From an optimization exercise on the open Yosys and OpenROAD flow, aimed at small area; shortcuts taken in it are not production practice.
Where RTL was checked, it was by simulation tests only, not by an equivalence proof against the original.
For run 8, only the layout was checked, not whether the RTL still works.
In runs 3 to 8 the design's own scripts or RTL, not TritonCTS, make the clock network.
The clock input has no modelled driver; a real chip could not lean on it and would need a root buffer or a full tree.
Power is estimated from default activity; no workload was simulated.

===== flow/run.sh =====
#!/bin/bash
# synth_recipe.tcl (not shown) runs the flow's synth.tcl, then flattens the netlist and writes it again
# the make line also repeats each setting of config.mk as NAME=value (left out here)
make -C /OpenROAD-flow-scripts/flow DESIGN_CONFIG=/design/flow/config.mk WORK_HOME=/design/flow/orfs CLKGATE_MAP_FILE= SYNTH_SCRIPT=/design/flow/synth_recipe.tcl finish

===== flow/config.mk =====
export PLATFORM = sky130hd
export DESIGN_NAME = top
export DESIGN_NICKNAME = top
export VERILOG_FILES = /design/flow/design.v
export SDC_FILE = /design/flow/constraint.sdc
export NUM_CORES = 4
export LEC_CHECK = 0
export CAP_MARGIN = 20
export CORE_MARGIN = 2
export CORE_UTILIZATION = 60
export CTS_BUF_LIST = sky130_fd_sc_hd__clkbuf_16
export CTS_CLUSTER_DIAMETER = 500
export CTS_CLUSTER_SIZE = 100
export SLEW_MARGIN = 20

===== flow/constraint.sdc =====
create_clock -name core_clock -period 5.0 [get_ports {mclk}]
set_input_delay 1.0000 -clock core_clock [delete_from_list [all_inputs] [get_ports {mclk}]]
set_output_delay 1.0000 -clock core_clock [all_outputs]
set_load 0.01 [all_outputs]

===== flow/design.v =====
module top (
   input wire mclk,
   input wire rst,
   input wire sensor_clk,
   input wire detecto,
   output wire [1:0] filtro_sel,
   output wire pwm_out1,
   output wire pwm_out2,
   output wire motor1,
   output wire motor2,
   output wire motor3,
   output wire motor4,
   output wire motor5,
   output wire motor6,
   output wire motor7,
   output wire motor8
);
   assign filtro_sel = 2'b00;
   localparam ZZ = 3'b000, Z0 = 3'b001, Z1 = 3'b011, Z2 = 3'b010, Z3 = 3'b110, Z4 = 3'b111;
   reg [2:0] z;
   reg       p_red, p_green;        
   reg       c_red, c_green;        
   reg [13:0] sl;
   always @(posedge mclk)
      if (rst | ~sensor_clk) sl <= 14'd0;
      else sl <= {~sl[12:0], sl[0] ^ sl[13]};
   wire sd0 = ~sl[0] & sl[1] & sl[2] & ~sl[3] & sl[4] & ~sl[6] & ~sl[7] & ~sl[8] & ~sl[9] & ~sl[10] & sl[11] & ~sl[12];
   wire sd1 = ~sl[0] & ~sl[1] & sl[2] & ~sl[3] & sl[4] & ~sl[5] & ~sl[7] & sl[8] & sl[9] & sl[10] & ~sl[11] & ~sl[12];
   wire sd2 = ~sl[4] & sl[6] & sl[8] & ~sl[12];
   wire sd3 = sl[0] & ~sl[1] & sl[3] & sl[4] & ~sl[5] & sl[7] & ~sl[8] & sl[9] & ~sl[11] & sl[12] & ~sl[13];
   always @(posedge mclk) begin
      if (rst | ~sensor_clk)
         z <= ZZ;
      else case (z)
         ZZ: z <= Z0;
         Z0: if (sd0) z <= Z1;
         Z1: if (sd1) z <= Z2;
         Z2: if (sd2) z <= Z3;
         Z3: if (sd3) z <= Z4;
         default: z <= Z4;
      endcase
   end
   always @(posedge mclk) begin
      if (rst) begin
         p_red <= 1'b0;
         p_green <= 1'b0;
      end else if (~sensor_clk && z != ZZ) begin
         p_red <= z == Z3;
         p_green <= z == Z1;
      end
   end
   wire tmr_end;
   reg [17:0] tmr;
   always @(posedge mclk)
      if (rst | tmr_end) tmr <= 18'd0;
      else tmr <= {~tmr[16:0], tmr[0] ^ tmr[17]};
   wire tmr_last = ~tmr[0] & tmr[1] & ~tmr[2] & tmr[3] & tmr[4] & tmr[5] & tmr[6] & ~tmr[7] & ~tmr[8] & ~tmr[9] & tmr[10] & tmr[11] & tmr[12] & ~tmr[13] & tmr[14] & tmr[15] & tmr[16] & ~tmr[17];
   assign tmr_end = tmr_last;
   always @(posedge mclk) begin
      if (rst) begin
         c_red <= 1'b0;
         c_green <= 1'b0;
      end else if (tmr_end) begin
         c_red <= p_red;
         c_green <= p_green;
      end
   end
   reg [1:0] est;
   reg       run;
   wire      mc_end;
   reg [18:0] mc;
   always @(posedge mclk)
      if (rst | ~run | mc_end) mc <= 19'd0;
      else mc <= {~mc[17:0], mc[11] ^ mc[18]};
   wire mc_last = ~mc[0] & mc[1] & ~mc[2] & mc[3] & ~mc[4] & mc[5] & mc[6] & mc[7] & mc[8] & mc[10] & mc[11] & ~mc[12] & ~mc[13] & mc[14] & ~mc[15] & ~mc[16] & mc[17] & mc[18];
   assign mc_end = mc_last;
   always @(posedge mclk) begin
      if (rst) begin
         est <= 2'b00;
         run <= 1'b0;
      end else if (!run) begin
         if (!detecto) begin
            run <= 1'b1;
            est <= {c_green, c_red};
         end
      end else if (mc_end) begin
         est <= 2'b00;
         run <= 1'b0;
      end
   end
   wire pc_end;
   reg  f250, f500, pwm1, pwm2;
   reg [12:0] pc;
   always @(posedge mclk)
      if (rst | pc_end) pc <= 13'd0;
      else pc <= {~pc[11:0], ~(pc[2] ^ pc[12])};
   wire pc_last = ~pc[1] & ~pc[2] & ~pc[3] & ~pc[4] & ~pc[5] & pc[6] & ~pc[7] & pc[8] & ~pc[9] & ~pc[10];
   wire pc250 = ~pc[0] & ~pc[4] & pc[7] & pc[11] & ~pc[12];
   wire pc500 = pc[0] & pc[3] & pc[4] & pc[5] & pc[6] & ~pc[8] & pc[9];
   assign pc_end = pc_last;
   always @(posedge mclk) begin
      if (rst | pc_end) begin
         f250 <= 1'b1;
         f500 <= 1'b1;
      end else begin
         if (pc250) f250 <= 1'b0;
         if (pc500) f500 <= 1'b0;
      end
   end
   always @(posedge mclk) begin
      if (rst) begin
         pwm1 <= 1'b0;
         pwm2 <= 1'b0;
      end else begin
         pwm1 <= est[0] ? f250 : f500;
         pwm2 <= est[1] ? f250 : f500;
      end
   end
   assign pwm_out1 = pwm1;
   assign pwm_out2 = pwm2;
   wire sc_end;
   reg [3:0] m;                     
   reg [7:0] sc;
   always @(posedge mclk)
      if (rst | sc_end) sc <= 8'd0;
      else sc <= {~sc[6:0], sc[1] ^ sc[2] ^ sc[5] ^ sc[7]};
   wire sc_last = sc[0] & sc[1] & ~sc[2] & ~sc[4] & ~sc[6] & sc[7];
   assign sc_end = sc_last;
   always @(posedge mclk) begin
      if (rst)
         m <= 4'b0000;
      else if (sc_end) begin
         m[3] <= ~(m[2] | m[1]);
         m[2] <= (m[3] | m[2]) & ~(m[1] | m[0]);
         m[1] <= (m[2] | m[1]) & ~(m[0] | m[3]);
         m[0] <= (m[1] | m[0]) & ~(m[3] | m[2]);
      end
   end
   assign {motor4, motor3, motor2, motor1} = m;
   assign {motor8, motor7, motor6, motor5} = m;
endmodule

==> results of run 1 <==
## sequential cells by signal, summed over array words and instances (netlist names), 2 cells and up
| register | flops |
|---|---|
| sl | 14 |
| est | 2 |
| z | 3 |
| m | 4 |
| tmr | 18 |
| sc | 8 |
| mc | 19 |
| pc | 13 |
## layout by cell type, fill, tap and decap left out, types with 2 or more instances in the layout
cell type	instances
nor3_2	2
xnor2_1	6
dfxtp_1	90
clkdlybuf4s50_1	13
and4b_1	3
mux2i_1	5
o21a_1	3
bufinv_16	2
nor4b_1	2
nand4b_1	5
a21o_1	2
nand3_1	4
nor3_1	7
and3_1	2
inv_1	2
nand2b_1	3
a21oi_1	8
clkbuf_16	9
or2_2	2
conb_1	2
nand4_1	3
nor4_1	6
nor2_1	82
o21ai_0	5
clkinv_2	2
## Yosys cell counts, types with 3 or more instances
library cell | number | area (µm²)
nand2b_1 | 3 | 18.8
nor3_1 | 7 | 35.0
o21ai_0 | 5 | 25.0
nand4_1 | 3 | 18.8
nor4_1 | 6 | 37.5
nand3_1 | 4 | 20.0
dfxtp_1 | 90 | 1800
nor2_1 | 82 | 308
o21a_1 | 3 | 22.5
mux2i_1 | 5 | 50.1
nand4b_1 | 5 | 43.8
a21oi_1 | 8 | 40.0
xnor2_1 | 6 | 52.6
buf_2 | 5 | 25.0
and4b_1 | 3 | 30.0
clkbuf_1 | 3 | 11.3
buf_4 | 7 | 52.6
## power by group
| group | total [W] | internal, W | switching (W) |
|---|---|---|---|
| Clock | 0.000672 | 0.000427 | 0.000245 |
| Sequential | 0.000791 | 0.000762 | 0.0000289 |
| Combinational | 0.0000584 | 0.0000286 | 0.0000298 |
## layout make-up
class	count	area (µm²)
clock buffer	9	225
timing repair buffer	14	138
sequential	90	1800
fill	349	1390
multi-input combinational	167	932
tap	54	67.6
inverter	2	7.51
clock inverter	4	70.1
## path summary, 6_finish.rpt
kind / startpoint / end / slack [ns] / cells past startpoint
max: m[2] / motor7 / 2.66 / 1
min: mc[9] / mc[10] / 0.39 / 1
max reg2reg: mc[2] / mc[12] / 3.34 / 4
min reg2reg: mc[9] / mc[10] / 0.39 / 1
## through the flow
stage	hold slack [ns]	setup slack [ns]
floorplan	0.368	3.15
CTS	0.387	2.65
global placement	0.373	2.32
detailed placement	0.384	2.32
global route	0.410	2.50
finish	0.385	2.66
## cell families after synthesis
family / Yosys count / share of synthesized area (%)
DFF: 90 / 63.5
xor gates and xnor gates: 7 / 2.16
AOI/OAI and AO/OA: 24 / 5.60
and+or+nand+nor: 129 / 23.1
other: 1 / 0.132
buffers and inverters: 18 / 3.79
muxes: 5 / 1.76
## metal layers
layer | wire length [µm] | global-route usage, % | up-vias
li1 | - | - | 941
met1 | 2300 | 27.0 | 822
met2 | 1780 | 24.9 | 26
met3 | 170 | 6.49 | 11
met4 | 67 | 8.44 | 0
met5 | 0 | 0 | -
==> impl_metrics.yaml, run 1 <==
route:
  postRouteAntennaNets: 0
  firstDrtPassIters: 4
  drc: 0
  vias_per_cell: 5.29
  dr_total_vias: 1800
  wirelength_mm: 4.31
  routedWlPerCell_um: 12.7
  drtIter0Drc: 124
run:
  max_cap_viol_count: 0
critical_path:
  path_cells: "clkdlybuf4s50_1"
  cp.arrival_ns: 1.34
  cp.required_ns: 4.00
  cp-start-kind: "flip-flop"
  slowest_stage: "clkdlybuf4s50_1"
  critPathCaptureType: "output port"
  worst-path-max-fanout: 6
  slowest_delay_ns: 0.58
  path_delay_family: "buffers and inverters"
  crit_buf_inv: 1
  path_class: "reg2out"
sta:
  hold_violations: 0
  finalCriticalPeriod_ns: 2.34
  rsz0062_at_grt: "false"
  finClkSkew_ns: 0.00581
  slew_headroom_pct: 54.9
  tns_ns: 0
  tightest_slew_ns: 0.676
  slew_viol_final: 0
  post-route-period-util_pct: 46.8
  final-setup-viol-count: 0
  clock.fmax_ghz: 0.427
logic_synthesis:
  syn_avg_cell_area_um2: 10.4
  ys_types: 40
  netlist_area_um2: 2840
  ys_warn_count: 1
  synth_edf_count: 0
  synthArstFlopShare_pct: 0
  ys.flop_type: "dfxtp_1"
  ys_ff_latch: 90
  synth_cells: 274
  ys_seq_area_share_pct: 63.5
placed_design:
  detailed_place_hpwl_mm: 2.95
  dp.cells: 327
  io_buffers: 13
  place_area_um2: 2950
  place_congestion: 0.745
clocking:
  ctsHoldBuffers: 0
  clock_sinks: 90
  cts_resized: 0
  ctsHtreeMaxLevel: 3
  clk_path_buf_depth: 2
  cts_root_buffer: "clkbuf_16"
  numCtsBuffers: 9
  cts_tree: "done"
  path_clk_slew_ns: 0.06
  post_cts_buffers: 0
  clkLatencyLatePin_ns: 0.33
floorplan:
  initial_core_util_pct: 61.3
  fp.dieH_um: 72.8
  std_cell_rows: 25
  die-area_um2: 5300
  io_pins: 16
  core_area_um2: 4630
  die_w_um: 72.8
layout:
  fin_area_um2: 3240
  utilization_pct: 70.0
  stdcell_count: 340
  num-nets-final: 288
  layout-drive-gt1-share_pct: 8.39
  diodes: 0
  synthToLayoutAreaGrowth_pct: 14.2
global_route:
  grtUsageTotal_pct: 18.6
  grt_start_max_net_pins: 20
  grt_pass1_vias: 1648
  grt-ovfl-total: 0
  grt_pass1_wl_mm: 7.48
  antenna_found_initial: 0
power:
  p_leak_nw: 1.30
  p_per_area_nw_per_um2: 469
  p_total_w: 0.00152
  ir_worst_vdd_v: 0.000277
min_path:
  hp-class: "reg2reg"
outcome:
  status: "no timing/DRC/antenna violations"
==> run 2, diff against run 1 <==
==> flow/config.mk (replaced) <==
export PLATFORM = sky130hd
export DESIGN_NAME = top
export DESIGN_NICKNAME = top
export VERILOG_FILES = /design/flow/design.v
export SDC_FILE = /design/flow/constraint.sdc
export NUM_CORES = 4
export LEC_CHECK = 0
export CAP_MARGIN = 20
export CORE_MARGIN = 2
export CORE_UTILIZATION = 40
export SLEW_MARGIN = 20
==> impl_metrics.yaml, run 2 <==
outcome:
  status: "no timing/DRC/antenna violations"
layout:
  final_common_cell: "dfxtp_1"
  largest_register: "mc"
  num-nets-final: 288
  layout_common_cells: "dfxtp_1, nor2_1, clkdlybuf4s50_1"
  seqCellArea_um2: 1800
  synthToLayoutAreaGrowth_pct: 12.2
  layout-drive-gt1-share_pct: 8.68
  top_regs: "mc: 19 flops, tmr: 18 flops, sl: 14 flops"
  diodes: 0
  stdcell_count: 384
  largest_register_ffs: 19
  fillers: 676
  multi_input_area_um2: 932
  utilization_pct: 46.6
floorplan:
  core_area_um2: 6830
  std_cell_rows: 30
  die_w_um: 88.2
  io_pins: 16
  die-area_um2: 7780
  initial_core_util_pct: 41.5
  fp.dieH_um: 88.2
clocking:
  clkLatencyLatePin_ns: 0.34
  cts_tree: "done"
  numCtsBuffers: 9
  clk_path_buf_depth: 2
  cts_root_buffer: "clkbuf_8"
  cts_resized: 0
  clock_sinks: 90
  post_cts_buffers: 0
  ctsHtreeMaxLevel: 3
  ctsHoldBuffers: 0
  path_clk_slew_ns: 0.08
sta:
  slew_viol_final: 0
  hold_violations: 0
  finClkSkew_ns: 0.00887
  rsz0062_at_grt: "false"
  finalCriticalPeriod_ns: 2.34
  tns_ns: 0
  post-route-period-util_pct: 46.8
  clock.fmax_ghz: 0.428
  final-setup-viol-count: 0
  tightest_slew_ns: 0.707
  slew_headroom_pct: 52.8
  whs_ns: 0.383
critical_path:
  timing.rr.end: "mc[0]"
  rrSetupSlack_ns: 3.37
  slowest_stage: "clkdlybuf4s50_1"
  path_class: "reg2out"
  path_cells: "clkdlybuf4s50_1"
  crit_start: "m[3]"
  r2r_cells: 4
  crit_buf_inv: 1
  path_delay_family: "buffers and inverters"
  slowest_delay_ns: 0.57
  r2r_start: "mc[2]"
  cp.required_ns: 4.00
  critPathCaptureType: "output port"
  cp-start-kind: "flip-flop"
  cp.arrival_ns: 1.34
  worst-path-max-fanout: 6
logic_synthesis:
  ys_seq_area_share_pct: 63.5
  synthArstFlopShare_pct: 0
  synth_edf_count: 0
  synthTopCellsByArea: "dfxtp_1, nor2_1, buf_4"
  synth.most_common_cell: "dfxtp_1"
  synth_cells: 274
  ys_warn_count: 1
  yosysTopAreaCell: "dfxtp_1"
  ys_types: 40
  syn_avg_cell_area_um2: 10.4
  ys_ff_latch: 90
  ys.flop_type: "dfxtp_1"
  synth_top_area_share_pct: 63.5
  synthTopCellsByCount: "dfxtp_1, nor2_1, a21oi_1"
  netlist_area_um2: 2840
min_path:
  holdPathStages: 1
  hold-path-endpoint: "mc[10]"
  hp-class: "reg2reg"
  hold_start: "mc[9]"
route:
  dr_total_vias: 1794
  postRouteAntennaNets: 0
  drc: 0
  firstDrtPassIters: 4
  drtIter0Drc: 45
  vias_per_cell: 4.67
  routedWlPerCell_um: 11.0
  wirelength_mm: 4.23
global_route:
  antenna_found_initial: 0
  grt_pass1_vias: 1658
  grt_start_max_net_pins: 20
  grt_pass1_wl_mm: 7.24
  grtUsageTotal_pct: 12.0
  grt-ovfl-total: 0
power:
  p_per_area_nw_per_um2: 410
  ir_worst_vdd_v: 0.000245
  p_total_w: 0.00130
  p_leak_nw: 1.25
placed_design:
  place_congestion: 0.725
  detailed_place_hpwl_mm: 2.87
  io_buffers: 13
  dp.cells: 369
run:
  max_cap_viol_count: 0
## run 2: where the power goes
part / internal (W) / switching [W] / total, W
clock: 0.000227 / 0.000231 / 0.000458
sequential: 0.000761 / 0.0000281 / 0.000789
combinational: 0.0000286 / 0.0000289 / 0.0000574
total: 0.00102 / 0.000288 / 0.00130
## run 2: cells by family (layout without fill, tap and decap cells)
family,after synthesis,count (layout),share of synthesized area [%]
and+or+nand+nor,129,129,23.1
other,1,2,0.132
xor gates and xnor gates,7,7,2.16
buffers and inverters,18,31,3.79
muxes,5,5,1.76
DFF,90,90,63.5
AOI/OAI and AO/OA,24,24,5.60
## run 2: area by class of cell
cell class | count | share of cell area (%)
Clock inverter | 5 | 1.77
Timing Repair Buffer | 14 | 4.32
Sequential cell | 90 | 56.6
Clock buffer | 10 | 4.01
Inverter | 2 | 0.236
Tap cell | 96 | 3.77
Multi-Input combinational cell | 167 | 29.3
## run 2: routing by layer
metal  global-route usage, %  vias up  routed length, µm
li1                        -      933                  -
met5                       0        -                  0
met4                    4.96        0                 59
met3                    5.41        6                173
met1                    15.2      832               2070
met2                    17.9       23               1920
## run 2: metrics by stage
stage | setup WS [ns] | area (µm²)
3_5_place_dp | 2.30 | 3000
6_report | 2.66 | 3180
2_1_floorplan | 3.15 | 2840
4_1_cts | 2.64 | 3180
3_3_place_gp | 2.33 | 3000
5_1_grt | 2.53 | 3180
## run 2: how the worst max path moves through the flow
stage | end | slack, ns | cells past startpoint
finish | motor4 | 2.66 | 1
global route | pc[4] | 2.53 | 4
CTS | motor4 | 2.64 | 1
detailed placement | pc[0] | 2.30 | 4
global placement | pc[0] | 2.33 | 4
floorplan | sl[5] | 3.15 | 5
==> run 3, diff against run 2 <==
==> flow/flow/run.sh (new file) <==
#!/bin/bash
# Standard ORFS layout, with two changes:
#  - ports are buffered with sky130_fd_sc_hd__buf_1 instead of the default buffer;
#  - the clock tree is a single level of CLK_K clock buffers (CLK_BUF), each driving one
#    placement cluster of registers, built by flow/clock_tree.tcl in place of TritonCTS.
set -euo pipefail
export BUFFER_PORTS_ARGS="-buffer_cell sky130_fd_sc_hd__buf_1"
export PRE_CTS_TCL="$PWD/flow/clock_tree.tcl"
export CLK_K="${CLK_K:-3}"
export CLK_BUF="${CLK_BUF:-sky130_fd_sc_hd__clkbuf_16}"
bash standard.sh finish > standard.log 2>&1
==> flow/flow/clock_tree.tcl (new file) <==
# Replaces TritonCTS: cluster the register clock pins by placement (k-means) and drive each
# cluster from its own clock buffer, placed at the cluster's centre. The clock port drives
# only these buffers, so every register sees one buffer between the port and its clock pin.
set K $::env(CLK_K)
set clk_net [[ord::get_db_block] findNet mclk]
set pts {}
foreach it [$clk_net getITerms] {
  set b [[$it getInst] getBBox]
  lappend pts [list [expr {([$b xMin] + [$b xMax]) / 2000.0}] \
                    [expr {([$b yMin] + [$b yMax]) / 2000.0}] [$it getName]]
}
set pts [lsort -real -index 0 $pts]
set cs {}
for {set i 0} {$i < $K} {incr i} {
  lappend cs [lrange [lindex $pts [expr {($i * [llength $pts] + [llength $pts] / 2) / $K}]] 0 1]
}
for {set iter 0} {$iter < 50} {incr iter} {
  set asg {}
  foreach p $pts {
    set best 0
    set bd 1e18
    for {set i 0} {$i < $K} {incr i} {
      set c [lindex $cs $i]
      set d [expr {abs([lindex $p 0] - [lindex $c 0]) + abs([lindex $p 1] - [lindex $c 1])}]
      if {$d < $bd} { set bd $d; set best $i }
    }
    lappend asg $best
  }
  set ncs {}
  for {set i 0} {$i < $K} {incr i} {
    set sx 0; set sy 0; set n 0
    foreach p $pts a $asg {
      if {$a == $i} { set sx [expr {$sx + [lindex $p 0]}]; set sy [expr {$sy + [lindex $p 1]}]; incr n }
    }
    if {$n} { lappend ncs [list [expr {$sx / $n}] [expr {$sy / $n}]] } else { lappend ncs [lindex $cs $i] }
  }
  set cs $ncs
}
for {set i 0} {$i < $K} {incr i} {
  set pins {}
  foreach p $pts a $asg { if {$a == $i} { lappend pins [get_pins [lindex $p 2]] } }
  if {[llength $pins] == 0} { continue }
  puts "clock cluster $i: [llength $pins] registers at [lindex $cs $i]"
  insert_buffer -buffer_cell $::env(CLK_BUF) -net mclk -load_pins $pins \
    -location [lindex $cs $i] -buffer_name clkbuf_leaf_$i -net_name clknet_leaf_$i
}
# The tree is built; the CTS step then only marks the clock as propagated.
proc clock_tree_synthesis { args } {
  puts "clock tree built by clock_tree.tcl"
  set_propagated_clock [all_clocks]
}
==> flow/standard.sh (new file) <==
#!/bin/bash
# synth_recipe.tcl (not shown) runs the flow's synth.tcl, then flattens the netlist and writes it again
# the make line also repeats each setting of config.mk as NAME=value (left out here)
make -C /OpenROAD-flow-scripts/flow DESIGN_CONFIG=/design/flow/config.mk WORK_HOME=/design/flow/orfs CLKGATE_MAP_FILE= SYNTH_SCRIPT=/design/flow/synth_recipe.tcl "${@:-finish}"
removed: flow/run.sh
==> impl_metrics.yaml, run 3 <==
min_path:
  hp-class: "reg2reg"
layout:
  num-nets-final: 282
  diodes: 0
  largest_register: "mc"
  top_regs: "mc: 19 flops, tmr: 18 flops, sl: 14 flops"
  synthToLayoutAreaGrowth_pct: 5.47
  largest_register_ffs: 19
  layout-drive-gt1-share_pct: 5.07
  fin_area_um2: 2990
  layout_common_cells: "dfxtp_1, nor2_1, buf_1"
  final_common_cell: "dfxtp_1"
floorplan:
  core_area_um2: 6830
  io_pins: 16
  initial_core_util_pct: 41.5
  die-area_um2: 7780
  die_w_um: 88.2
  std_cell_rows: 30
  fp.dieH_um: 88.2
critical_path:
  cp-start-kind: "input port"
  cp.required_ns: 5.05
  critPathCaptureType: "flip-flop"
  worst-path-max-fanout: 20
  path_class: "in2reg"
  cp.arrival_ns: 2.20
power:
  power.share.switching_pct: 20.0
  p_switching_w: 0.000225
  power.internal_w: 0.000898
  pwr-share-comb_pct: 4.8
  p_total_w: 0.00112
  p_leak_nw: 1.16
  p_per_area_nw_per_um2: 375
  ir_worst_vdd_v: 0.000208
  p_seq_share_pct: 70.3
  clock_power_share_pct: 24.9
logic_synthesis:
  yosysTopAreaCell: "dfxtp_1"
  synthArstFlopShare_pct: 0
  synthTopCellsByCount: "dfxtp_1, nor2_1, a21oi_1"
  synth_top_area_share_pct: 63.5
  synthTopCellsByArea: "dfxtp_1, nor2_1, buf_4"
  ys.flop_type: "dfxtp_1"
  synth_edf_count: 0
  netlist_area_um2: 2840
  ys_types: 40
  ys_warn_count: 1
  synth.most_common_cell: "dfxtp_1"
  ys_seq_area_share_pct: 63.5
  syn_avg_cell_area_um2: 10.4
  synth_cells: 274
  ys_ff_latch: 90
sta:
  slew_viol_final: 0
  rsz0062_at_grt: "false"
  post-route-period-util_pct: 42.9
  slew_headroom_pct: 52.8
  hold_violations: 0
  tightest_slew_ns: 0.708
  finalCriticalPeriod_ns: 2.15
  final-setup-viol-count: 0
  clock.fmax_ghz: 0.466
  tns_ns: 0
  finClkSkew_ns: 0.0138
  whs_ns: 0.386
global_route:
  grt-ovfl-total: 0
  grtUsageTotal_pct: 10.5
  grt_pass1_wl_mm: 7.01
  antenna_found_initial: 0
  grt_pass1_vias: 1589
  grt_start_max_net_pins: 33
route:
  drc: 0
  postRouteAntennaNets: 0
  routedWlPerCell_um: 10.8
  dr_total_vias: 1722
  firstDrtPassIters: 4
  vias_per_cell: 4.63
  drtIter0Drc: 47
  wirelength_mm: 4.02
clocking:
  clkLatencyLatePin_ns: 0.17
  ctsHoldBuffers: 0
  cts_resized: 0
  path_clk_slew_ns: 0.11
  post_cts_buffers: 0
run:
  max_cap_viol_count: 0
outcome:
  status: "no timing/DRC/antenna violations"
placed_design:
  place_congestion: 0.753
  io_buffers: 13
  detailed_place_hpwl_mm: 2.88
  place_area_um2: 2920
-- run 3: cell types whose count changed in the layout (fill, tap and decap cells not counted), moves of 2 or more --
cell,change
clkbuf_8,-9
buf_1,+13
clkdlybuf4s50_1,-13
clkbuf_16,+3
clkinv_2,-2
-- run 3: stage by stage --
step	setup WS (ns)	std cells	utilization (%)
after floorplan	3.15	275	-
after global placement	2.65	369	42.7
after detailed placement	2.63	369	42.7
after CTS	2.83	372	43.8
after global routing	2.69	372	43.8
final	2.85	372	43.8
-- run 3: routing by layer --
metal,vias to the layer above,share of wire [%],GRT usage (%)
met3,3,2.1,0.933
li1,918,-,-
met5,-,0,0
met4,0,0.95,0.826
met1,791,53,15.0
met2,10,44,18.3
-- run 3: cells by family after synthesis --
| family | after synthesis | synth area share (%) |
|---|---|---|
| AO/OA/AOI/OAI | 24 | 5.60 |
| flip-flops | 90 | 63.5 |
| multiplexers | 5 | 1.76 |
| buffers and inverters | 18 | 3.79 |
| other | 1 | 0.132 |
| XOR/XNOR | 7 | 2.16 |
| AND/OR/NAND/NOR | 129 | 23.1 |
-- run 3: final cells by class, clock buffers not listed --
class / count / area, µm²
fillers: 703 / 3840
inverters: 2 / 7.51
multi-input cells: 167 / 932
flip-flops and latches: 90 / 1800
well taps: 96 / 120
repair buffers: 14 / 56.3
-- run 3: worst max-delay path, stage by stage --
cell	delay [ns]
buf_1	0.27
buf_4	0.30
nand2b_1	0.52
nor2_1	0.10
-- run 3: path summary, 6_finish.rpt --
path              depth (start not counted)  endpoint  slack [ns]   from
hold / removal                            1     sc[4]        0.39  sc[3]
hold reg to reg                           1     sc[4]        0.39  sc[3]
setup reg to reg                          4     mc[0]        3.33  mc[2]
setup / recovery                          4      z[1]        2.85    rst
-- run 3: power groups by stage --
| stage | Combinational, W | Sequential, W | Clock, W |
|---|---|---|---|
| final | 0.0000543 | 0.000789 | 0.000279 |
| after CTS | 0.0000557 | 0.000789 | 0.000294 |
| after floorplan | 0.0000488 | 0.000798 | 0 |
| after global placement | 0.0000544 | 0.000805 | 0 |
| after detailed placement | 0.0000555 | 0.000805 | 0 |
| after global routing | 0.0000631 | 0.000795 | 0.000315 |
==> run 4, diff against run 3 <==
--- a/flow/design.v
+++ b/flow/design.v
@@ -31,22 +31,19 @@
    always @(posedge mclk) begin
       if (rst | ~sensor_clk)
          z <= ZZ;
-      else case (z)
-         ZZ: z <= Z0;
-         Z0: if (sd0) z <= Z1;
-         Z1: if (sd1) z <= Z2;
-         Z2: if (sd2) z <= Z3;
-         Z3: if (sd3) z <= Z4;
-         default: z <= Z4;
-      endcase
+      else begin
+         z[0] <= ~z[1] | (z[0] & ~z[2] & ~sd1) | (z[2] & (z[0] | sd3));
+         z[1] <= z[1] | (z[0] & sd0);
+         z[2] <= z[2] | (z[1] & ~z[0] & sd2);
+      end
    end
    always @(posedge mclk) begin
       if (rst) begin
          p_red <= 1'b0;
          p_green <= 1'b0;
-      end else if (~sensor_clk && z != ZZ) begin
-         p_red <= z == Z3;
-         p_green <= z == Z1;
+      end else if (~sensor_clk && (z[0] | z[1])) begin
+         p_red <= z[2] & ~z[0];
+         p_green <= z[0] & z[1] & ~z[2];
       end
    end
    wire tmr_end;
@@ -65,9 +62,10 @@
          c_green <= p_green;
       end
    end
-   reg [1:0] est;
-   reg       run;
-   wire      mc_end;
+   reg  [1:0] srt;
+   wire       run = srt[1] | srt[0];
+   wire [1:0] est = {srt[1] & ~srt[0], srt[0] & ~srt[1]};    
+   wire       mc_end;
    reg [18:0] mc;
    always @(posedge mclk)
       if (rst | ~run | mc_end) mc <= 19'd0;
@@ -75,18 +73,13 @@
    wire mc_last = ~mc[0] & mc[1] & ~mc[2] & mc[3] & ~mc[4] & mc[5] & mc[6] & mc[7] & mc[8] & mc[10] & mc[11] & ~mc[12] & ~mc[13] & mc[14] & ~mc[15] & ~mc[16] & mc[17] & mc[18];
    assign mc_end = mc_last;
    always @(posedge mclk) begin
-      if (rst) begin
-         est <= 2'b00;
-         run <= 1'b0;
-      end else if (!run) begin
-         if (!detecto) begin
-            run <= 1'b1;
-            est <= {c_green, c_red};
-         end
-      end else if (mc_end) begin
-         est <= 2'b00;
-         run <= 1'b0;
-      end
+      if (rst)
+         srt <= 2'b00;
+      else if (!run) begin
+         if (!detecto)
+            srt <= {~c_red, ~c_green};
+      end else if (mc_end)
+         srt <= 2'b00;
    end
    wire pc_end;
    reg  f250, f500, pwm1, pwm2;
@@ -112,8 +105,8 @@
          pwm1 <= 1'b0;
          pwm2 <= 1'b0;
       end else begin
-         pwm1 <= est[0] ? f250 : f500;
-         pwm2 <= est[1] ? f250 : f500;
+         pwm1 <= f250 | (f500 & ~est[0]);    
+         pwm2 <= f250 | (f500 & ~est[1]);
       end
    end
    assign pwm_out1 = pwm1;
--- a/flow/flow/run.sh
+++ b/flow/flow/run.sh
@@ -4,6 +4,7 @@
 #  - the clock tree is a single level of CLK_K clock buffers (CLK_BUF), each driving one
 #    placement cluster of registers, built by flow/clock_tree.tcl in place of TritonCTS.
 set -euo pipefail
+export RECOVER_POWER=100
 export BUFFER_PORTS_ARGS="-buffer_cell sky130_fd_sc_hd__buf_1"
 export PRE_CTS_TCL="$PWD/flow/clock_tree.tcl"
 export CLK_K="${CLK_K:-3}"
==> impl_metrics.yaml, run 4 <==
global_route:
  grt_pass1_vias: 1582
  grt_start_max_net_pins: 34
  antenna_found_initial: 0
  grt_pass1_wl_mm: 7.03
  grtUsageTotal_pct: 10.8
  grt-ovfl-total: 0
route:
  dr_total_vias: 1747
  drc: 0
  routedWlPerCell_um: 11.5
  firstDrtPassIters: 4
  vias_per_cell: 4.95
  postRouteAntennaNets: 0
  wirelength_mm: 4.05
  drtIter0Drc: 40
sta:
  fin_ws_ns: 2.21
  final-setup-viol-count: 0
  clock.fmax_ghz: 0.359
  tns_ns: 0
  finClkSkew_ns: 0.00890
  tightest_slew_ns: 1.75
  post-route-period-util_pct: 55.8
  rsz0062_at_grt: "false"
  hold_violations: 0
  slew_headroom_pct: -17.9
  finalCriticalPeriod_ns: 2.79
  slew_viol_final: 19
layout:
  layout_common_cells: "dfxtp_1, nor2_1, buf_1"
  fin_area_um2: 2900
  diodes: 0
  largest_register_ffs: 19
  largest_register: "mc"
  top_regs: "mc: 19 flops, tmr: 18 flops, sl: 14 flops"
  synthToLayoutAreaGrowth_pct: 4.56
  num-nets-final: 279
  layout-drive-gt1-share_pct: 2.20
  final_common_cell: "dfxtp_1"
critical_path:
  path_delay_family: "buffers and inverters"
  cp.required_ns: 4.99
  crit_start: "rst"
  cp_common_cell: "nor2_1"
  critPathCaptureType: "flip-flop"
  cp.arrival_ns: 2.78
  worst-path-max-fanout: 26
  cp-start-kind: "input port"
  slowest_stage: "clkbuf_1"
  path_cells: "buf_1 -> clkbuf_1 -> nor2_1 -> o21ai_0 -> nor2_1"
  r2r_start: "mc[16]"
  slowest_delay_ns: 0.80
  crit_buf_inv: 2
  path_class: "in2reg"
clocking:
  ctsHoldBuffers: 0
  cts_resized: 0
  post_cts_buffers: 0
  clkLatencyLatePin_ns: 0.16
  path_clk_slew_ns: 0.11
logic_synthesis:
  synth_edf_count: 0
  synthTopCellsByArea: "dfxtp_1, nor2_1, a21oi_1"
  syn_avg_cell_area_um2: 10.3
  netlist_area_um2: 2770
  synthArstFlopShare_pct: 0
  synth.most_common_cell: "dfxtp_1"
  synth_cells: 270
  synthTopCellsByCount: "dfxtp_1, nor2_1, a21oi_1"
  ys_seq_area_share_pct: 64.2
  synth_top_area_share_pct: 64.2
  yosysTopAreaCell: "dfxtp_1"
  ys_ff_latch: 89
  ys_warn_count: 1
  ys.flop_type: "dfxtp_1"
  ys_types: 36
run:
  max_cap_viol_count: 1
min_path:
  hp-class: "reg2reg"
  hold_start: "mc[9]"
power:
  ir_worst_vdd_v: 0.000167
  p_per_area_nw_per_um2: 390
  p_leak_nw: 1.13
  p_total_w: 0.00113
placed_design:
  place_congestion: 0.762
  post-place-ws_ns: 2.87
  place_area_um2: 2840
  detailed_place_hpwl_mm: 2.85
  io_buffers: 13
floorplan:
  std_cell_rows: 30
  io_pins: 16
  die-area_um2: 7620
  core_area_um2: 6760
  fp.dieH_um: 87.3
  initial_core_util_pct: 41.1
  die_w_um: 87.3
outcome:
  status: "complete, but fails checks"
  so.violations: "capacitance limit, slew limit"
-- run 4: metal layers --
| metal | vias up | track usage (%) | share of wire (%) |
|---|---|---|---|
| met5 | - | 0 | 0 |
| met4 | 0 | 2.10 | 2.4 |
| met3 | 5 | 0.853 | 2.2 |
| met2 | 16 | 17.7 | 43 |
| met1 | 816 | 15.6 | 53 |
| li1 | 910 | - | - |
-- run 4: power breakdown --
part           total [W]  internal [W]  switching [W]
clock network   0.000272      0.000111       0.000161
logic          0.0000638     0.0000300      0.0000338
registers       0.000796      0.000762      0.0000340
total            0.00113      0.000903       0.000229
-- run 4: cell families after synthesis --
family          after synthesis  synth area share, %
buf+inv                      15                 3.38
xor+xnor                      7                 2.21
compound gates               28                 6.31
mux                           1                0.361
simple gates                129                 23.4
flops                        89                 64.2
other cells                   1                0.135
-- run 4: area by class of cell, clock buffers not listed --
class / instances / area, µm²
Tap cell: 80 / 100
Multi-Input combinational cell: 167 / 891
Timing Repair Buffer: 14 / 52.6
Sequential cell: 89 / 1780
Fill cell: 665 / 3860
-- run 4: metrics by stage --
step                util [%]  hold WS (ns)  std cells
floorplan                  -         0.368        271
global placement        42.0         0.369        350
detailed placement      42.0         0.376        350
CTS                     43.1         0.392        353
global route            42.9         0.400        353
finish                  42.9         0.387        353
-- run 4: final timing paths --
kind | to | slack, ns | cells past startpoint
max | mc[0] | 2.21 | 5
min | mc[10] | 0.39 | 1
max reg2reg | mc[0] | 2.47 | 4
min reg2reg | mc[10] | 0.39 | 1
==> run 5, diff against run 4 <==
--- a/flow/flow/run.sh
+++ b/flow/flow/run.sh
@@ -4,7 +4,6 @@
 #  - the clock tree is a single level of CLK_K clock buffers (CLK_BUF), each driving one
 #    placement cluster of registers, built by flow/clock_tree.tcl in place of TritonCTS.
 set -euo pipefail
-export RECOVER_POWER=100
 export BUFFER_PORTS_ARGS="-buffer_cell sky130_fd_sc_hd__buf_1"
 export PRE_CTS_TCL="$PWD/flow/clock_tree.tcl"
 export CLK_K="${CLK_K:-3}"
==> impl_metrics.yaml, run 5 <==
logic_synthesis:
  ys_seq_area_share_pct: 64.2
  synthTopCellsByArea: "dfxtp_1, nor2_1, a21oi_1"
  synth_top_area_share_pct: 64.2
  synth_cells: 270
  ys_ff_latch: 89
  ys_types: 36
  synthTopCellsByCount: "dfxtp_1, nor2_1, a21oi_1"
  synthArstFlopShare_pct: 0
  netlist_area_um2: 2770
  synth_edf_count: 0
  syn_avg_cell_area_um2: 10.3
  ys_warn_count: 1
  yosysTopAreaCell: "dfxtp_1"
  ys.flop_type: "dfxtp_1"
  synth.most_common_cell: "dfxtp_1"
sta:
  tightest_slew_ns: 0.592
  final-setup-viol-count: 0
  slew_headroom_pct: 60.5
  finalCriticalPeriod_ns: 1.95
  clock.fmax_ghz: 0.512
  tns_ns: 0
  post-route-period-util_pct: 39.0
  rsz0062_at_grt: "false"
  hold_violations: 0
  slew_viol_final: 0
  finClkSkew_ns: 0.00901
layout:
  utilization_pct: 43.1
  diodes: 0
  synthToLayoutAreaGrowth_pct: 5.10
  top_regs: "mc: 19 flops, tmr: 18 flops, sl: 14 flops"
  fillers: 663
  largest_register_ffs: 19
  num-nets-final: 279
  largest_register: "mc"
  layout-drive-gt1-share_pct: 2.93
  final_common_cell: "dfxtp_1"
  layout_common_cells: "dfxtp_1, nor2_1, buf_1"
critical_path:
  timing.rr.end: "tmr[0]"
  cp.arrival_ns: 1.99
  worst-path-max-fanout: 26
  rrSetupSlack_ns: 3.39
  path_class: "in2reg"
  r2r_cells: 4
  r2r_start: "tmr[1]"
  cp.required_ns: 5.04
  critPathCaptureType: "flip-flop"
  cp-start-kind: "input port"
global_route:
  grt_pass1_vias: 1582
  antenna_found_initial: 0
  grt_pass1_wl_mm: 7.03
  grt-ovfl-total: 0
  grt_start_max_net_pins: 34
  grtUsageTotal_pct: 10.8
route:
  dr_total_vias: 1745
  vias_per_cell: 4.94
  drtIter0Drc: 45
  firstDrtPassIters: 4
  wirelength_mm: 4.05
  postRouteAntennaNets: 0
  routedWlPerCell_um: 11.5
  drc: 0
min_path:
  holdPathStages: 1
  hp-class: "reg2reg"
  hold_start: "mc[9]"
  hold-path-endpoint: "mc[10]"
power:
  ir_worst_vdd_v: 0.000167
  p_total_w: 0.00113
  p_per_area_nw_per_um2: 388
  p_leak_nw: 1.13
floorplan:
  io_pins: 16
  std_cell_rows: 30
  core_area_um2: 6760
  fp.dieH_um: 87.3
  initial_core_util_pct: 41.1
  die-area_um2: 7620
  die_w_um: 87.3
clocking:
  post_cts_buffers: 0
  ctsHoldBuffers: 0
  path_clk_slew_ns: 0.11
  cts_resized: 0
  clkLatencyLatePin_ns: 0.16
placed_design:
  detailed_place_hpwl_mm: 2.85
  io_buffers: 13
  place_congestion: 0.762
outcome:
  status: "no timing/DRC/antenna violations"
run:
  max_cap_viol_count: 0
run 5: cell counts after synthesis:
Identical to the previous run, type by type.
run 5: report_power, final:
| part | leakage, nW | internal, W | switching, W | total, W |
|---|---|---|---|---|
| logic | 0.356 | 0.0000299 | 0.0000346 | 0.0000645 |
| clock network | 0.0370 | 0.000111 | 0.000161 | 0.000272 |
| registers | 0.738 | 0.000762 | 0.0000340 | 0.000796 |
| total | 1.13 | 0.000903 | 0.000229 | 0.00113 |
run 5: how the worst max path moves through the flow:
stage	start	to	slack (ns)	cells after the start
finish	rst	sl[0]	3.05	4
global route	rst	sl[0]	2.94	4
CTS	rst	sl[0]	3.05	4
detailed placement	rst	sl[0]	2.87	4
global placement	rst	sl[0]	2.90	4
floorplan	rst	sl[10]	3.08	5
run 5: worst max-delay path, cell delays in order:
cell	delay (ns)
buf_1	0.06
buf_4	0.26
nand2b_1	0.53
nor2_1	0.12
run 5: area by class of cell, clock buffers not listed:
type	count	area (µm²)	share of cell area, %
Multi-Input combinational cell	167	902	30.9
Sequential cell	89	1780	61.1
Tap cell	80	100	3.43
Timing Repair Buffer	14	56.3	1.93
run 5: stage by stage:
stage	area (µm²)	setup WS, ns	hold WS, ns	std cells
final	2920	3.05	0.387	353
after global routing	2920	2.94	0.400	353
after CTS	2920	3.05	0.392	353
after detailed placement	2840	2.87	0.376	350
after global placement	2840	2.90	0.369	350
after floorplan	2780	3.08	0.368	271
run 5: routing by layer:
metal	wire length, µm	track usage [%]	up-vias
li1	-	-	909
met1	2130	15.6	815
met3	90	0.853	5
met2	1730	17.7	16
met5	0	0	-
met4	98	2.10	0
run 5: cell families (layout without fill, tap and decap cells):
kind of cell,Yosys count,in the layout,share of synthesized area [%]
flops,89,89,64.2
compound gates,28,28,6.31
simple gates,129,129,23.4
buf+inv,15,17,3.38
xor+xnor,7,7,2.21
other cells,1,2,0.135
mux,1,1,0.361
==> run 6, diff against run 5 <==
==> flow/flow/run.sh (replaced) <==
#!/bin/bash
# Standard ORFS layout, with two changes:
#  - ports are buffered with sky130_fd_sc_hd__buf_1 instead of the default buffer;
#  - the clock tree is a single level of CLK_K clock buffers, each driving one
#    placement cluster of registers, built by flow/clock_tree.tcl in place of TritonCTS;
#    each buffer starts as CLK_BUF and is sized up until its estimated slew is under
#    CLK_SLEW_TARGET ns.
set -euo pipefail
export BUFFER_PORTS_ARGS="-buffer_cell sky130_fd_sc_hd__buf_1"
export PRE_CTS_TCL="$PWD/flow/clock_tree.tcl"
export CLK_K=3
export CLK_BUF=sky130_fd_sc_hd__buf_8
export CLK_SLEW_TARGET=0.125
bash standard.sh finish > standard.log 2>&1
--- a/flow/flow/clock_tree.tcl
+++ b/flow/flow/clock_tree.tcl
@@ -36,13 +36,38 @@
   }
   set cs $ncs
 }
+set first_pins {}
 for {set i 0} {$i < $K} {incr i} {
   set pins {}
   foreach p $pts a $asg { if {$a == $i} { lappend pins [get_pins [lindex $p 2]] } }
   if {[llength $pins] == 0} { continue }
   puts "clock cluster $i: [llength $pins] registers at [lindex $cs $i]"
+  lappend first_pins [lindex $pins 0]
   insert_buffer -buffer_cell $::env(CLK_BUF) -net mclk -load_pins $pins \
     -location [lindex $cs $i] -buffer_name clkbuf_leaf_$i -net_name clknet_leaf_$i
+}
+set sizes {sky130_fd_sc_hd__buf_8 sky130_fd_sc_hd__buf_12 sky130_fd_sc_hd__buf_16}
+set target $::env(CLK_SLEW_TARGET)
+set_propagated_clock [all_clocks]
+for {set pass 0} {$pass < 3} {incr pass} {
+  estimate_parasitics -placement
+  set i 0
+  foreach fp $first_pins {
+    set net [get_nets -of_objects $fp]
+    set inst [get_cells -of_objects [get_pins -of_objects $net -filter "direction==output"]]
+    incr i
+    set mx 0
+    foreach p [get_pins -of_objects $net -filter "direction==input"] {
+      set s [get_property $p slew_max]
+      if {$s > $mx} { set mx $s }
+    }
+    set cell [get_property $inst ref_name]
+    puts "clock buffer $i: $cell, estimated register clock slew $mx"
+    set idx [lsearch $sizes $cell]
+    if {$mx > $target && $idx >= 0 && $idx < [llength $sizes] - 1} {
+      replace_cell $inst [lindex $sizes [expr {$idx + 1}]]
+    }
+  }
 }
 # The tree is built; the CTS step then only marks the clock as propagated.
 proc clock_tree_synthesis { args } {
==> impl_metrics.yaml, run 6 <==
outcome:
  status: "no timing/DRC/antenna violations"
logic_synthesis:
  synth_edf_count: 0
  synth.most_common_cell: "dfxtp_1"
  ys_ff_latch: 89
  synth_top_area_share_pct: 64.2
  syn_avg_cell_area_um2: 10.3
  ys_types: 36
  synthTopCellsByCount: "dfxtp_1, nor2_1, a21oi_1"
  synth_cells: 270
  yosysTopAreaCell: "dfxtp_1"
  ys_seq_area_share_pct: 64.2
  synthArstFlopShare_pct: 0
  ys_warn_count: 1
  ys.flop_type: "dfxtp_1"
  netlist_area_um2: 2770
  synthTopCellsByArea: "dfxtp_1, nor2_1, a21oi_1"
critical_path:
  critPathCaptureType: "flip-flop"
  cp.arrival_ns: 1.98
  crit_start: "rst"
  timing.rr.end: "tmr[0]"
  path_class: "in2reg"
  worst-path-max-fanout: 26
  cp-start-kind: "input port"
  r2r_start: "tmr[1]"
  cp.required_ns: 5.01
  cp-endpoint: "sl[0]"
  rrSetupSlack_ns: 3.39
  r2r_cells: 4
sta:
  post-route-period-util_pct: 39.4
  tns_ns: 0
  clock.fmax_ghz: 0.508
  final-setup-viol-count: 0
  whs_ns: 0.389
  rsz0062_at_grt: "false"
  tightest_slew_ns: 0.583
  finClkSkew_ns: 0.0112
  slew_viol_final: 0
  hold_violations: 0
  slew_headroom_pct: 61.1
  finalCriticalPeriod_ns: 1.97
route:
  dr_total_vias: 1739
  firstDrtPassIters: 4
  wirelength_mm: 4.04
  drc: 0
  routedWlPerCell_um: 11.5
  postRouteAntennaNets: 0
  drtIter0Drc: 45
  vias_per_cell: 4.93
clocking:
  path_clk_slew_ns: 0.11
  cts_resized: 0
  clkLatencyLatePin_ns: 0.14
  post_cts_buffers: 0
  ctsHoldBuffers: 0
floorplan:
  die_w_um: 87.3
  die-area_um2: 7620
  fp.dieH_um: 87.3
  std_cell_rows: 30
  core_area_um2: 6760
  io_pins: 16
  initial_core_util_pct: 41.1
layout:
  layout-drive-gt1-share_pct: 2.93
  largest_register: "mc"
  final_common_cell: "dfxtp_1"
  fillers: 665
  diodes: 0
  layout_common_cells: "dfxtp_1, nor2_1, buf_1"
  top_regs: "mc: 19 flops, tmr: 18 flops, sl: 14 flops"
  largest_register_ffs: 19
  num-nets-final: 279
  synthToLayoutAreaGrowth_pct: 4.56
power:
  ir_worst_vdd_v: 0.000161
  p_total_w: 0.00112
  p_leak_nw: 1.12
  p_per_area_nw_per_um2: 386
placed_design:
  detailed_place_hpwl_mm: 2.85
  io_buffers: 13
  place_congestion: 0.762
global_route:
  grt_pass1_wl_mm: 7.02
  grt_start_max_net_pins: 34
  grt-ovfl-total: 0
  antenna_found_initial: 0
  grtUsageTotal_pct: 10.7
  grt_pass1_vias: 1582
min_path:
  holdPathStages: 1
  hp-class: "reg2reg"
  hold_start: "mc[9]"
run:
  max_cap_viol_count: 0
==> run 6: cell type report, clock buffers not listed <==
cell class              count  area [µm²]  area share [%]
repair buffers             14        56.3            1.94
flip-flops and latches     89        1780            61.4
well taps                  80         100            3.45
multi-input cells         167         902            31.1
==> run 6: cell families (layout without fill, tap and decap cells) <==
group / count (synthesis) / in the layout / synth area share [%]
buffers and inverters: 15 / 17 / 3.38
DFF: 89 / 89 / 64.2
AOI/OAI and AO/OA: 28 / 28 / 6.31
muxes: 1 / 1 / 0.361
xor gates and xnor gates: 7 / 7 / 2.21
and+or+nand+nor: 129 / 129 / 23.4
other: 1 / 2 / 0.135
==> run 6: report_power, final <==
group	internal (W)	switching [W]
combinational	0.0000299	0.0000346
sequential	0.000762	0.0000340
clock	0.0000980	0.000163
==> run 6: worst min path at each step <==
stage | slack, ns | endpoint
finish | 0.39 | mc[10]
global route | 0.40 | sc[4]
CTS | 0.39 | mc[10]
detailed placement | 0.38 | mc[10]
global placement | 0.37 | mc[10]
floorplan | 0.37 | mc[10]
==> run 6: stage by stage <==
| stage | instance area, µm² | utilization, % | std cells | setup WS (ns) |
|---|---|---|---|---|
| floorplan | 2780 | - | 271 | 3.08 |
| global placement | 2840 | 42.0 | 350 | 2.90 |
| detailed placement | 2840 | 42.0 | 350 | 2.87 |
| CTS | 2900 | 42.9 | 353 | 3.03 |
| global route | 2900 | 42.9 | 353 | 2.92 |
| finish | 2900 | 42.9 | 353 | 3.03 |
==> run 6: worst max-delay path, stage by stage <==
cell and delay, ns:
buf_1 0.06, buf_4 0.26, nand2b_1 0.53, nor2_1 0.12
==> run 6: routing by layer <==
layer  wire, µm  GRT usage (%)
met1       2120           15.6
met2       1750           17.7
met3        115           1.33
met4         53           1.26
met5          0              0
==> run 7, diff against run 6 <==
==> flow/flow/run.sh (replaced) <==
#!/bin/bash
# Standard ORFS layout, with two changes:
#  - ports are buffered with sky130_fd_sc_hd__buf_1 instead of the default buffer;
#  - the clock tree is a single level of CLK_K clock buffers, each driving one equal-sized
#    placement cluster of registers, built by flow/clock_tree.tcl in place of TritonCTS;
#    each buffer starts as CLK_BUF and is sized up until its estimated slew is under
#    CLK_SLEW_TARGET ns.
set -euo pipefail
export BUFFER_PORTS_ARGS="-buffer_cell sky130_fd_sc_hd__buf_1"
export PRE_CTS_TCL="$PWD/flow/clock_tree.tcl"
export CLK_K=3
export CLK_BUF=sky130_fd_sc_hd__buf_8
export CLK_SLEW_TARGET=0.12
bash standard.sh finish > standard.log 2>&1
--- a/flow/flow/clock_tree.tcl
+++ b/flow/flow/clock_tree.tcl
@@ -1,6 +1,7 @@
-# Replaces TritonCTS: cluster the register clock pins by placement (k-means) and drive each
-# cluster from its own clock buffer, placed at the cluster's centre. The clock port drives
-# only these buffers, so every register sees one buffer between the port and its clock pin.
+# Replaces TritonCTS: split the registers into CLK_K equal-sized placement clusters
+# (balanced k-means on their positions) and drive each cluster's clock pins from its own
+# buffer at the cluster's centre. The clock port drives only these buffers, so every
+# register sees exactly one buffer between the port and its clock pin.
 set K $::env(CLK_K)
 set clk_net [[ord::get_db_block] findNet mclk]
 set pts {}
@@ -10,21 +11,30 @@
                     [expr {([$b yMin] + [$b yMax]) / 2000.0}] [$it getName]]
 }
 set pts [lsort -real -index 0 $pts]
+set np [llength $pts]
+set cap [expr {($np + $K - 1) / $K}]
 set cs {}
 for {set i 0} {$i < $K} {incr i} {
-  lappend cs [lrange [lindex $pts [expr {($i * [llength $pts] + [llength $pts] / 2) / $K}]] 0 1]
+  lappend cs [lrange [lindex $pts [expr {($i * $np + $np / 2) / $K}]] 0 1]
 }
-for {set iter 0} {$iter < 50} {incr iter} {
-  set asg {}
+for {set iter 0} {$iter < 40} {incr iter} {
+  # assign points to centres nearest-first, at most cap points per centre
+  set pairs {}
+  set j 0
   foreach p $pts {
-    set best 0
-    set bd 1e18
     for {set i 0} {$i < $K} {incr i} {
       set c [lindex $cs $i]
-      set d [expr {abs([lindex $p 0] - [lindex $c 0]) + abs([lindex $p 1] - [lindex $c 1])}]
-      if {$d < $bd} { set bd $d; set best $i }
+      lappend pairs [list [expr {abs([lindex $p 0] - [lindex $c 0]) + abs([lindex $p 1] - [lindex $c 1])}] $j $i]
     }
-    lappend asg $best
+    incr j
+  }
+  set asg [lrepeat $np -1]
+  set cnt [lrepeat $K 0]
+  foreach pr [lsort -real -index 0 $pairs] {
+    lassign $pr d j i
+    if {[lindex $asg $j] >= 0 || [lindex $cnt $i] >= $cap} { continue }
+    lset asg $j $i
+    lset cnt $i [expr {[lindex $cnt $i] + 1}]
   }
   set ncs {}
   for {set i 0} {$i < $K} {incr i} {
@@ -46,11 +56,14 @@
   insert_buffer -buffer_cell $::env(CLK_BUF) -net mclk -load_pins $pins \
     -location [lindex $cs $i] -buffer_name clkbuf_leaf_$i -net_name clknet_leaf_$i
 }
+# Size each buffer up until the slew it gives its registers' clock pins is inside
+# CLK_SLEW_TARGET (placement-based estimate, clock propagated).
 set sizes {sky130_fd_sc_hd__buf_8 sky130_fd_sc_hd__buf_12 sky130_fd_sc_hd__buf_16}
 set target $::env(CLK_SLEW_TARGET)
 set_propagated_clock [all_clocks]
-for {set pass 0} {$pass < 3} {incr pass} {
+for {set pass 0} {$pass < 8} {incr pass} {
   estimate_parasitics -placement
+  set changed 0
   set i 0
   foreach fp $first_pins {
     set net [get_nets -of_objects $fp]
@@ -66,8 +79,10 @@
     set idx [lsearch $sizes $cell]
     if {$mx > $target && $idx >= 0 && $idx < [llength $sizes] - 1} {
       replace_cell $inst [lindex $sizes [expr {$idx + 1}]]
+      set changed 1
     }
   }
+  if {!$changed} { break }
 }
 # The tree is built; the CTS step then only marks the clock as propagated.
 proc clock_tree_synthesis { args } {
==> impl_metrics.yaml, run 7 <==
outcome:
  status: "no timing/DRC/antenna violations"
critical_path:
  path_class: "in2reg"
  r2r_start: "tmr[1]"
  cp.required_ns: 5.01
  slowest_stage: "nand2b_1"
  critPathCaptureType: "flip-flop"
  cp.arrival_ns: 1.99
  crit_start: "rst"
  path_cells: "buf_1 -> buf_4 -> nand2b_1 -> nor2_1"
  slowest_delay_ns: 0.53
  cp-endpoint: "sl[0]"
  rrSetupSlack_ns: 3.38
  cp-start-kind: "input port"
  worst-path-max-fanout: 26
  r2r_cells: 4
  crit_buf_inv: 2
  path_depth: 4
  timing.rr.end: "tmr[10]"
  path_delay_family: "simple AND/OR/NAND/NOR gates"
sta:
  hold_violations: 0
  slew_viol_final: 0
  finClkSkew_ns: 0.00720
  finalCriticalPeriod_ns: 1.98
  rsz0062_at_grt: "false"
  final-setup-viol-count: 0
  tns_ns: 0
  tightest_slew_ns: 0.591
  post-route-period-util_pct: 39.6
  clock.fmax_ghz: 0.505
  slew_headroom_pct: 60.6
  fin_ws_ns: 3.02
min_path:
  hp-class: "reg2reg"
layout:
  largest_register_ffs: 19
  utilization_pct: 42.9
  final_common_cell: "dfxtp_1"
  seqCellArea_um2: 1780
  multi_input_area_um2: 902
  num-nets-final: 279
  layout-drive-gt1-share_pct: 2.93
  largest_register: "mc"
  top_regs: "mc: 19 flops, tmr: 18 flops, sl: 14 flops"
  synthToLayoutAreaGrowth_pct: 4.56
  fillers: 664
  layout_common_cells: "dfxtp_1, nor2_1, buf_1"
  diodes: 0
power:
  power.share.switching_pct: 20.8
  clock_power_share_pct: 23.4
  pwr-share-comb_pct: 5.8
  p_leak_nw: 1.12
  ir_worst_vdd_v: 0.000183
  p_seq_share_pct: 70.8
  p_switching_w: 0.000234
  p_per_area_nw_per_um2: 387
  power.internal_w: 0.000889
logic_synthesis:
  synth_top_family_by_area: "simple AND/OR/NAND/NOR gates"
  syn_avg_cell_area_um2: 10.3
  synthMuxAreaShare_pct: 0.361
  synth_edf_count: 0
  synth_cells: 270
  synthXorXnorAreaFrac_pct: 2.21
  synth-simple-area-share_pct: 23.4
  synth.most_common_cell: "dfxtp_1"
  ys.flop_type: "dfxtp_1"
  yosysTopAreaCell: "dfxtp_1"
  synth_fa_ha_area_share_pct: 0
  ys_ff_latch: 89
  synthTopCellsByCount: "dfxtp_1, nor2_1, a21oi_1"
  netlist_area_um2: 2770
  synth_top_area_share_pct: 64.2
  synthTopCellsByArea: "dfxtp_1, nor2_1, a21oi_1"
  ys_warn_count: 1
  synth-compound-area-share_pct: 6.31
  synthArstFlopShare_pct: 0
  ys_seq_area_share_pct: 64.2
  ys_types: 36
route:
  postRouteAntennaNets: 0
  firstDrtPassIters: 4
  routedWlPerCell_um: 11.5
  dr_total_vias: 1726
  wirelength_mm: 4.05
  drc: 0
  vias_per_cell: 4.89
  drtIter0Drc: 56
global_route:
  grtUsageMet2_pct: 18.3
  busiest_layer: "met2"
  antenna_found_initial: 0
  met1_usage_pct: 15.6
  grt-ovfl-total: 0
  grt_start_max_net_pins: 31
  grtUsageTotal_pct: 10.8
  grt_pass1_vias: 1580
  globalRouteMet3Util_pct: 0.948
  grt_pass1_wl_mm: 7.07
floorplan:
  io_pins: 16
  die_w_um: 87.3
  die-area_um2: 7620
  initial_core_util_pct: 41.1
  std_cell_rows: 30
  core_area_um2: 6760
  fp.dieH_um: 87.3
placed_design:
  post-place-ws_ns: 2.87
  io_buffers: 13
  detailed_place_hpwl_mm: 2.85
  place_congestion: 0.762
clocking:
  clkLatencyLatePin_ns: 0.14
  path_clk_slew_ns: 0.11
  post_cts_buffers: 0
  cts_resized: 0
  ctsHoldBuffers: 0
run:
  max_cap_viol_count: 0
[run 7: cell counts in the layout (fill, tap and decap cells not counted)]
Identical to the previous run, type by type.
[run 7: how the worst min path moves through the flow]
stage | slack [ns] | from | endpoint | depth (start not counted)
after floorplan | 0.37 | mc[9] | mc[10] | 1
after global placement | 0.37 | mc[9] | mc[10] | 1
final | 0.39 | mc[9] | mc[10] | 1
after global routing | 0.40 | sc[3] | sc[4] | 1
after CTS | 0.39 | mc[9] | mc[10] | 1
after detailed placement | 0.38 | mc[9] | mc[10] | 1
[run 7: kinds of logic after synthesis]
group	Yosys count
AND/OR/NAND/NOR	129
multiplexers	1
other	1
AO/OA/AOI/OAI	28
XOR/XNOR	7
buffers and inverters	15
flip-flops	89
[run 7: metrics by stage]
step | total power (W) | area, µm² | instances | hold slack (ns)
floorplan | 0.000861 | 2780 | 271 | 0.368
global route | 0.00118 | 2900 | 353 | 0.401
detailed placement | 0.000878 | 2840 | 350 | 0.376
global placement | 0.000876 | 2840 | 350 | 0.369
CTS | 0.00114 | 2900 | 353 | 0.391
finish | 0.00112 | 2900 | 353 | 0.387
[run 7: power groups by stage]
stage	Sequential, W	Combinational (W)	Clock [W]
floorplan	0.000803	0.0000581	0
global placement	0.000811	0.0000644	0
detailed placement	0.000812	0.0000660	0
CTS	0.000796	0.0000663	0.000276
global route	0.000804	0.0000744	0.000302
finish	0.000796	0.0000648	0.000263
[run 7: worst reg2reg max path: stages, from the launching register on]
cell      delay (ns)
dfxtp_1         0.34
nor4bb_1        0.43
and3_1          0.27
a21o_1          0.38
nor2_1          0.09
[run 7: final cells by class, clock buffers not listed]
cell class / count / area share, %
sequential: 89 / 61.4
tap: 80 / 3.45
multi-input combinational: 167 / 31.1
timing repair buffer: 14 / 1.94
[run 7: metal layers]
metal | wire, µm | vias to the layer above
li1 | - | 908
met1 | 2150 | 797
met2 | 1740 | 18
met3 | 101 | 3
met4 | 57 | 0
met5 | 0 | -
==> run 8, diff against run 7 <==
--- a/flow/design.v
+++ b/flow/design.v
@@ -27,7 +27,7 @@
    wire sd0 = ~sl[0] & sl[1] & sl[2] & ~sl[3] & sl[4] & ~sl[6] & ~sl[7] & ~sl[8] & ~sl[9] & ~sl[10] & sl[11] & ~sl[12];
    wire sd1 = ~sl[0] & ~sl[1] & sl[2] & ~sl[3] & sl[4] & ~sl[5] & ~sl[7] & sl[8] & sl[9] & sl[10] & ~sl[11] & ~sl[12];
    wire sd2 = ~sl[4] & sl[6] & sl[8] & ~sl[12];
-   wire sd3 = sl[0] & ~sl[1] & sl[3] & sl[4] & ~sl[5] & sl[7] & ~sl[8] & sl[9] & ~sl[11] & sl[12] & ~sl[13];
+   wire sd3 = sl[0] & sl[3] & sl[4] & ~sl[5] & sl[7] & ~sl[8] & sl[9] & ~sl[11] & sl[12] & ~sl[13];
    always @(posedge mclk) begin
       if (rst | ~sensor_clk)
          z <= ZZ;
@@ -51,7 +51,7 @@
    always @(posedge mclk)
       if (rst | tmr_end) tmr <= 18'd0;
       else tmr <= {~tmr[16:0], tmr[0] ^ tmr[17]};
-   wire tmr_last = ~tmr[0] & tmr[1] & ~tmr[2] & tmr[3] & tmr[4] & tmr[5] & tmr[6] & ~tmr[7] & ~tmr[8] & ~tmr[9] & tmr[10] & tmr[11] & tmr[12] & ~tmr[13] & tmr[14] & tmr[15] & tmr[16] & ~tmr[17];
+   wire tmr_last = ~tmr[0] & tmr[1] & ~tmr[2] & tmr[3] & tmr[4] & tmr[5] & tmr[6] & ~tmr[8] & ~tmr[9] & tmr[10] & tmr[11] & tmr[12] & ~tmr[13] & tmr[14] & tmr[15] & tmr[16] & ~tmr[17];
    assign tmr_end = tmr_last;
    always @(posedge mclk) begin
       if (rst) begin
@@ -116,8 +116,8 @@
    reg [7:0] sc;
    always @(posedge mclk)
       if (rst | sc_end) sc <= 8'd0;
-      else sc <= {~sc[6:0], sc[1] ^ sc[2] ^ sc[5] ^ sc[7]};
-   wire sc_last = sc[0] & sc[1] & ~sc[2] & ~sc[4] & ~sc[6] & sc[7];
+      else sc <= {~sc[6:0], sc[7] ^ (sc[3] & ~sc[4])};
+   wire sc_last = ~sc[0] & ~sc[1] & ~sc[2] & ~sc[4] & ~sc[5] & sc[7];
    assign sc_end = sc_last;
    always @(posedge mclk) begin
       if (rst)
==> impl_metrics.yaml, run 8 <==
logic_synthesis:
  synth_fa_ha_area_share_pct: 0
  synth_cells: 269
  netlist_area_um2: 2780
  synth-compound-area-share_pct: 6.40
  ys_types: 44
  ys.flop_type: "dfxtp_1"
  synthXorXnorAreaFrac_pct: 1.58
  synthArstFlopShare_pct: 0
  synth_top_family_by_area: "simple AND/OR/NAND/NOR gates"
  synthTopCellsByArea: "dfxtp_1, nor2_1, a21oi_1"
  synth-simple-area-share_pct: 24.0
  ys_warn_count: 1
  ys_ff_latch: 89
  synthMuxAreaShare_pct: 0.360
  synth_top_area_share_pct: 64.1
  ys_seq_area_share_pct: 64.1
  synthTopCellsByCount: "dfxtp_1, nor2_1, a21oi_1"
  synth.most_common_cell: "dfxtp_1"
  synth_edf_count: 0
  yosysTopAreaCell: "dfxtp_1"
  syn_avg_cell_area_um2: 10.3
global_route:
  grt_pass1_vias: 1556
  grt-ovfl-total: 0
  grt_start_max_net_pins: 31
  antenna_found_initial: 0
  grt_pass1_wl_mm: 6.91
  grtUsageTotal_pct: 10.5
layout:
  synthToLayoutAreaGrowth_pct: 4.64
  num-nets-final: 279
  diodes: 0
  stdcell_count: 353
  layout_common_cells: "dfxtp_1, nor2_1, buf_1"
  largest_register: "mc"
  top_regs: "mc: 19 flops, tmr: 18 flops, sl: 14 flops"
  utilization_pct: 43.0
  final_common_cell: "dfxtp_1"
  largest_register_ffs: 19
  layout-drive-gt1-share_pct: 3.30
placed_design:
  io_buffers: 13
  dp.cells: 350
  place_congestion: 0.801
  detailed_place_hpwl_mm: 2.71
route:
  drtIter0Drc: 80
  firstDrtPassIters: 4
  drc: 0
  postRouteAntennaNets: 0
  wirelength_mm: 3.96
  routedWlPerCell_um: 11.2
  vias_per_cell: 4.78
  dr_total_vias: 1688
floorplan:
  initial_core_util_pct: 41.1
  io_pins: 16
  die_w_um: 87.3
  std_cell_rows: 30
  core_area_um2: 6760
  die-area_um2: 7630
  fp.dieH_um: 87.3
run:
  max_cap_viol_count: 0
clocking:
  clkLatencyLatePin_ns: 0.14
  cts_resized: 0
  post_cts_buffers: 0
  ctsHoldBuffers: 0
  path_clk_slew_ns: 0.11
power:
  pwr-share-comb_pct: 6.2
  p_switching_w: 0.000245
  ir_worst_vdd_v: 0.000168
  p_seq_share_pct: 70.4
  power.share.switching_pct: 21.4
  p_leak_nw: 1.13
  clock_power_share_pct: 23.4
  power.internal_w: 0.000897
  p_per_area_nw_per_um2: 393
sta:
  clock.fmax_ghz: 0.515
  finClkSkew_ns: 0.00974
  rsz0062_at_grt: "false"
  slew_viol_final: 0
  slew_headroom_pct: 52.4
  hold_violations: 0
  finalCriticalPeriod_ns: 1.94
  final-setup-viol-count: 0
  tns_ns: 0
  post-route-period-util_pct: 38.9
  tightest_slew_ns: 0.713
critical_path:
  cp.arrival_ns: 1.96
  path_class: "in2reg"
  slowest_stage: "nand2b_1"
  path_cells: "buf_1 -> buf_4 -> nand2b_1 -> nor2_1"
  worst-path-max-fanout: 26
  slowest_delay_ns: 0.53
  cp-start-kind: "input port"
  cp.required_ns: 5.02
  critPathCaptureType: "flip-flop"
outcome:
  status: "no timing/DRC/antenna violations"
min_path:
  hp-class: "reg2reg"
==> run 8: cell types whose count changed after synthesis, moves of 2 or more <==
cell,change
a21oi_1,-2
and4_1,+2
nand4b_1,-4
o22ai_1,+2
buf_2,-2
nand2b_1,+3
o21ai_0,-3
xnor2_1,-2
==> run 8: final timing paths <==
check | from | endpoint | slack (ns) | cells past startpoint
worst min-delay path | sc[6] | sc[7] | 0.40 | 1
worst max-delay path | rst | z[1] | 3.06 | 4
worst min register to register | sc[6] | sc[7] | 0.40 | 1
worst max register to register | mc[18] | mc[0] | 3.25 | 4
==> run 8: cell families (layout without fill, tap and decap cells) <==
| family | after synthesis | in the layout |
|---|---|---|
| compound gates | 26 | 26 |
| other cells | 1 | 2 |
| mux | 1 | 1 |
| buf+inv | 15 | 18 |
| simple gates | 132 | 132 |
| xor+xnor | 5 | 5 |
| flops | 89 | 89 |
==> run 8: layer usage <==
metal  routed length, µm  share of wire, %  global-route usage [%]  up-vias
li1                    -                 -                       -      909
met1                2230                56                    16.3      758
met2                1560                39                    16.2       16
met3                 127               3.2                    1.23        5
met4                  53               1.3                    1.12        0
met5                   0                 0                       0        -
==> run 8: through the flow <==
step                      hold WS (ns)  power (W)  cell area (µm²)  setup slack, ns
after floorplan                  0.368   0.000875             2780             3.24
after global routing             0.409    0.00120             2910             2.89
after global placement           0.371   0.000891             2850             2.88
after CTS                        0.395    0.00116             2910             3.04
after detailed placement         0.373   0.000892             2850             2.87
final                            0.396    0.00114             2910             3.06
==> run 8: power groups by stage <==
stage | combinational [W] | sequential (W) | clock (W)
2_1_floorplan | 0.0000632 | 0.000812 | 0
3_3_place_gp | 0.0000705 | 0.000820 | 0
3_5_place_dp | 0.0000720 | 0.000820 | 0
4_1_cts | 0.0000722 | 0.000804 | 0.000279
5_1_grt | 0.0000829 | 0.000813 | 0.000304
6_report | 0.0000707 | 0.000804 | 0.000267
==> run 8: worst max-delay path: cells and delay by family <==
family        cells  cell delay [ns]
simple gates      2             0.63
buf+inv           2             0.32
==> run 8: area by class of cell, clock buffers not listed <==
class	instances	area (µm²)
Multi-Input combinational cell	166	905
Timing Repair Buffer	14	56.3
Sequential cell	89	1780
Fill cell	635	3850
Tap cell	80	100
Inverter	1	3.75

Setup slack of run 8, layout unchanged: 3.057 ns with ideal ports, 3.094 ns with driving cells assumed (clock clkbuf_16, inputs buf_2), 2.885 ns with port delays also shifted by the 0.209 ns mid clock arrival.
